What follows belongs to an exercise in optimizing a design on an open flow for small area, a short achievable clock period and few clock cycles per item; a production flow would make more cautious choices. In this exercise RTL edits were held to simulation tests only and were not proved equivalent to the original. Power is estimated from default activity; no workload was simulated.

== blue ==
## mips_div64
module mips_div64(
  input  logic         clk,
  input  logic         reset,
  input  logic [63:0]  srcA,
  input  logic [63:0]  srcB,
  input  logic [4:0]   rob_ptr_in,
  input  logic [1:0]   hilo_prf_ptr_in,
  input  logic         is_signed_div,
  input  logic         start_div,
  output logic [127:0] y,
  output logic [4:0]   rob_ptr_out,
  output logic [1:0]   hilo_prf_ptr_out,
  output logic         ready,
  output logic         complete
);
For scale: ~2700 cells after synthesis.
==> module mips_div64, before the edit <==
module mips_div64(
  input  logic         clk,
  input  logic         reset,
  input  logic [63:0]  srcA,
  input  logic [63:0]  srcB,
  input  logic [4:0]   rob_ptr_in,
  input  logic [1:0]   hilo_prf_ptr_in,
  input  logic         is_signed_div,
  input  logic         start_div,
  output logic [127:0] y,
  output logic [4:0]   rob_ptr_out,
  output logic [1:0]   hilo_prf_ptr_out,
  output logic         ready,
  output logic         complete
);
   localparam integer LG_G = 2;
   localparam integer G = 1 << LG_G;
   localparam integer DW = 66 + G - 1;
   localparam logic [1:0] IDLE = 2'd0, SETUP = 2'd1, ITER = 2'd2, DONE = 2'd3;
   logic [1:0]    r_state;
   logic [64:0]   r_R;        
   logic [DW-1:0] r_D;        
   logic [63:0]   r_Q;        
   logic [7:0]    r_k;        
   logic [5:0]    r_cnt;
   logic          r_negA, r_qneg, r_exit;
   logic          r_z0;       
   logic [4:0]    r_rob;
   logic [1:0]    r_hilo;
   function automatic logic [6:0] clz64(input logic [63:0] x);
      logic [15:0] v1; logic [31:0] c1;    
      logic [3:0]  v2; logic [15:0] c2;    
      logic        v3; logic [5:0]  c3;
      for (int i = 0; i < 16; i++) begin
         v1[i] = |x[4*i +: 4];
         c1[2*i+1] = ~x[4*i+3] & ~x[4*i+2];
         c1[2*i]   = ~x[4*i+3] & (x[4*i+2] | ~x[4*i+1]);
      end
      for (int i = 0; i < 4; i++) begin
         v2[i] = |v1[4*i +: 4];
         c2[4*i+3] = ~v1[4*i+3] & ~v1[4*i+2];
         c2[4*i+2] = ~v1[4*i+3] & (v1[4*i+2] | ~v1[4*i+1]);
         c2[4*i +: 2] = v1[4*i+3] ? c1[2*(4*i+3) +: 2] :
                        v1[4*i+2] ? c1[2*(4*i+2) +: 2] :
                        v1[4*i+1] ? c1[2*(4*i+1) +: 2] : c1[2*(4*i) +: 2];
      end
      v3 = |v2;
      c3[5] = ~v2[3] & ~v2[2];
      c3[4] = ~v2[3] & (v2[2] | ~v2[1]);
      c3[3:0] = v2[3] ? c2[12 +: 4] : v2[2] ? c2[8 +: 4] : v2[1] ? c2[4 +: 4] : c2[0 +: 4];
      clz64 = v3 ? {1'b0, c3} : 7'd64;
   endfunction
   logic       sA, sB, qn, bz;
   logic [6:0] lsA, lsB, lsB63;
   logic [7:0] k_in;
   assign sA    = is_signed_div & srcA[63];
   assign sB    = is_signed_div & srcB[63];
   assign qn    = sA ^ sB;
   assign bz    = ~|srcB;
   assign lsA   = clz64(sA ? {~srcA[62:0], 1'b1} : srcA);
   assign lsB   = clz64(srcB ^ {64{sB}});
   assign lsB63 = {1'b0, lsB[5:0] | {6{lsB[6]}}};
   pp_add8 u_k (.a({1'b0, lsB63}), .b(~{1'b0, lsA}), .cin(1'b1), .s(k_in));
   logic [DW-1:0] d_lv [LG_G:6];
   logic          fill;
   assign fill       = ~r_qneg;
   assign d_lv[LG_G] = {r_D[DW-G:0], {(G-1){fill}}};
   for (genvar l = LG_G; l < 6; l++) begin : g_sh
      assign d_lv[l+1] = r_k[l] ? {d_lv[l][DW-1-(1<<l):0], {(1<<l){fill}}} : d_lv[l];
   end
   logic [DW-1:0] xs, sum;
   logic          cin, zero, acc;
   assign xs  = {{(DW-65){r_R[64]}}, r_R};
   assign cin = ~r_qneg;
   logic zero_n;
   pp_add69 u_add (.a(xs), .b(r_D), .cin(cin), .s(sum), .zn(zero_n));
   assign zero = ~zero_n;
   assign acc = (r_negA ? (sum[DW-1] | zero) : ~sum[DW-1]) & ~r_z0;
   logic start, setup_sub;
   assign start     = (r_state == IDLE) & start_div;
   assign setup_sub = (r_state == SETUP) & r_qneg & ~r_exit;
   always_ff @(posedge clk) begin
      if (reset) begin
         r_state <= IDLE;
      end else begin
         case (r_state)
           IDLE:  if (start_div) r_state <= SETUP;
           SETUP: r_state <= r_exit ? IDLE : ITER;
           ITER:  if (r_z0 | (r_cnt == 6'd0)) r_state <= DONE;
           DONE:  r_state <= IDLE;
         endcase
      end
   end
   logic upd, en_neg, en_pos, en_R;
   assign upd    = (setup_sub | (r_state == ITER)) & ~r_z0;
   assign en_neg = start | (upd & r_negA);
   assign en_pos = start | (upd & (~r_negA | zero));
   pp_mux2i u_en (.s(sum[DW-1]), .a(~en_neg), .b(~en_pos), .y(en_R));
   always_ff @(posedge clk) begin
      r_k    <= k_in;
      r_exit <= bz | k_in[7];
   end
   always_ff @(posedge clk) begin
      if (start) begin
         r_negA <= sA;
         r_qneg <= qn;
         r_rob  <= rob_ptr_in;
         r_hilo <= hilo_prf_ptr_in;
      end
      if (en_R)
        r_R <= start ? {sA, srcA} : sum[64:0];
      r_z0 <= setup_sub & ~acc;
      if (r_state == SETUP)
        r_cnt <= r_k[5:0] | (G - 1);
      else
        r_cnt <= r_cnt - 6'd1;
   end
   always_ff @(posedge clk) begin
      if (start)
        r_D <= {{(DW-64){sB}}, srcB} ^ {DW{~qn}};
      else if (r_state == SETUP)
        r_D <= d_lv[6];
      else
        r_D <= {r_D[DW-1], r_D[DW-1:1]};
      if (start)
        r_Q <= bz ? (qn ? 64'd1 : '1) : '0;
      else if (r_state == SETUP)
        r_Q <= {64{r_qneg}};
      else if (r_z0)
        r_Q <= '0;
      else
        r_Q <= {r_Q[62:0], acc ^ r_qneg};
   end
   assign complete         = (r_state == DONE) | ((r_state == SETUP) & r_exit);
   assign ready            = (r_state == IDLE) & ~start_div;
   assign y                = {r_R[63:0], r_Q};
   assign rob_ptr_out      = r_rob;
   assign hilo_prf_ptr_out = r_hilo;
endmodule
export LEC_CHECK = 0
export CAP_MARGIN = 20
export CORE_MARGIN = 2
export CORE_UTILIZATION = 40
export SETUP_SLACK_MARGIN = 1.0
export SLEW_MARGIN = 20
export SYNTH_HIERARCHICAL = 1
create_clock -name core_clock -period 4.0 [get_ports {clk}]
standard.sh (not shown) runs the stock make flow with config.mk's settings and CLKGATE_MAP_FILE= SYNTH_SCRIPT=/design/flow/synth_recipe.tcl, a recipe that flattens the netlist after the stock synthesis.
==> flow/flow/run.sh <==
#!/bin/bash
# Standard ORFS layout (the standard.sh) with one change to how it is
# made: the port buffers use the smallest buffer cell instead of the delay
# buffer buffer_ports picks by default.  All of make's output goes to
# standard_flow.log here.
set -euo pipefail
export BUFFER_PORTS_ARGS="-buffer_cell sky130_fd_sc_hd__buf_1"
bash standard.sh > standard_flow.log 2>&1
blue finished every stage and its layout cleared the timing, DRC and antenna checks.
Testbench counts of blue, summed over its fixed seeds: cycles 34,475, items 2,400.
## Diff of input files: purple against blue
--- a/flow/design.v
+++ b/flow/design.v
@@ -1688,21 +1688,23 @@
       c3[5] = ~v2[3] & ~v2[2];
       c3[4] = ~v2[3] & (v2[2] | ~v2[1]);
       c3[3:0] = v2[3] ? c2[12 +: 4] : v2[2] ? c2[8 +: 4] : v2[1] ? c2[4 +: 4] : c2[0 +: 4];
       clz64 = v3 ? {1'b0, c3} : 7'd64;
    endfunction
-   logic       sA, sB, qn, bz;
-   logic [6:0] lsA, lsB, lsB63;
-   logic [7:0] k_in;
+   logic        sA, sB, qn, bz, ubigA, ubigB;
+   logic [6:0]  cA, lsB0, lsB;
+   logic [7:0]  k_in;
    assign sA    = is_signed_div & srcA[63];
    assign sB    = is_signed_div & srcB[63];
    assign qn    = sA ^ sB;
    assign bz    = ~|srcB;
-   assign lsA   = clz64(sA ? {~srcA[62:0], 1'b1} : srcA);
-   assign lsB   = clz64(srcB ^ {64{sB}});
-   assign lsB63 = {1'b0, lsB[5:0] | {6{lsB[6]}}};
-   pp_add8 u_k (.a({1'b0, lsB63}), .b(~{1'b0, lsA}), .cin(1'b1), .s(k_in));
+   assign ubigA = ~is_signed_div & srcA[63];
+   assign ubigB = ~is_signed_div & srcB[63];
+   assign cA    = clz64({srcA[63:1] ^ srcA[62:0], 1'b1});
+   assign lsB0  = clz64({1'b0, srcB[63:1] ^ srcB[62:0]});
+   assign lsB   = ubigB ? 7'd0 : {1'b0, lsB0[5:0] | {6{lsB0[6]}}};
+   pp_add8 u_k (.a({1'b0, lsB}), .b(~{1'b0, cA & {7{~ubigA}}}), .cin(srcA[63]), .s(k_in));
    logic [DW-1:0] d_lv [LG_G:6];
    logic          fill;
    assign fill       = ~r_qneg;
    assign d_lv[LG_G] = {r_D[DW-G:0], {(G-1){fill}}};
    for (genvar l = LG_G; l < 6; l++) begin : g_sh
@@ -1729,15 +1731,18 @@
            ITER:  if (r_z0 | (r_cnt == 6'd0)) r_state <= DONE;
            DONE:  r_state <= IDLE;
          endcase
       end
    end
-   logic upd, en_neg, en_pos, en_R;
+   logic upd, en_neg, en_pos;
+   logic [3:0] en_R;
    assign upd    = (setup_sub | (r_state == ITER)) & ~r_z0;
    assign en_neg = start | (upd & r_negA);
    assign en_pos = start | (upd & (~r_negA | zero));
-   pp_mux2i u_en (.s(sum[DW-1]), .a(~en_neg), .b(~en_pos), .y(en_R));
+   for (genvar i = 0; i < 4; i++) begin : g_en
+      pp_mux2i u_en (.s(sum[DW-1]), .a(~en_neg), .b(~en_pos), .y(en_R[i]));
+   end
    always_ff @(posedge clk) begin
       r_k    <= k_in;
       r_exit <= bz | k_in[7];
    end
    always_ff @(posedge clk) begin
@@ -1745,12 +1750,15 @@
          r_negA <= sA;
          r_qneg <= qn;
          r_rob  <= rob_ptr_in;
          r_hilo <= hilo_prf_ptr_in;
       end
-      if (en_R)
-        r_R <= start ? {sA, srcA} : sum[64:0];
+      for (int i = 0; i < 4; i++)
+        if (en_R[i])
+          r_R[16*i +: 16] <= start ? srcA[16*i +: 16] : sum[16*i +: 16];
+      if (en_R[3])
+        r_R[64] <= start ? sA : sum[64];
       r_z0 <= setup_sub & ~acc;
       if (r_state == SETUP)
         r_cnt <= r_k[5:0] | (G - 1);
       else
         r_cnt <= r_cnt - 6'd1;
Relative to blue, power has gone down in purple. The worst hold slack after final layout in purple was higher than what blue gave. Routed wire length sits lower in purple than in blue. Compared with blue, in purple sequential group power shows a reduction of about 8%, clock period minus worst slack shows a reduction of 0.11 ns.
Testbench counts of purple, summed over its fixed seeds: cycles 34,475, items 2,400.

[re-timing with driven ports]
The results above use ideal ports. As a check the final layouts listed here were re-extracted and re-timed, cells and wires unchanged. Step 1 (the two cells are an assumption about what drives the block):
set clk [get_ports {clk}]
set_driving_cell -lib_cell sky130_fd_sc_hd__clkbuf_16 $clk
set_driving_cell -lib_cell sky130_fd_sc_hd__buf_2 [delete_from_list [all_inputs] $clk]
Step 2 times the ports against the registers' clock, not the clock port: input delays grow and output delays shrink by t, the midpoint of the rising clock arrivals with the driver on. a / b / c = ideal ports / drivers / drivers and shift; a / b = the first two.
run | t, ns | setup slack, ns | worst hold slack (ns)
blue | 0.651 | 0.826 / 0.826 / 0.303 | 0.374 / 0.342 / 0.403
purple | 0.636 | 0.937 / 0.938 / 0.302 | 0.382 / 0.358 / 0.415
After both steps every run listed still meets setup and hold. The setup slack of purple, which loses most, moves by +0.001 ns with the drivers and by -0.635 ns with both steps.
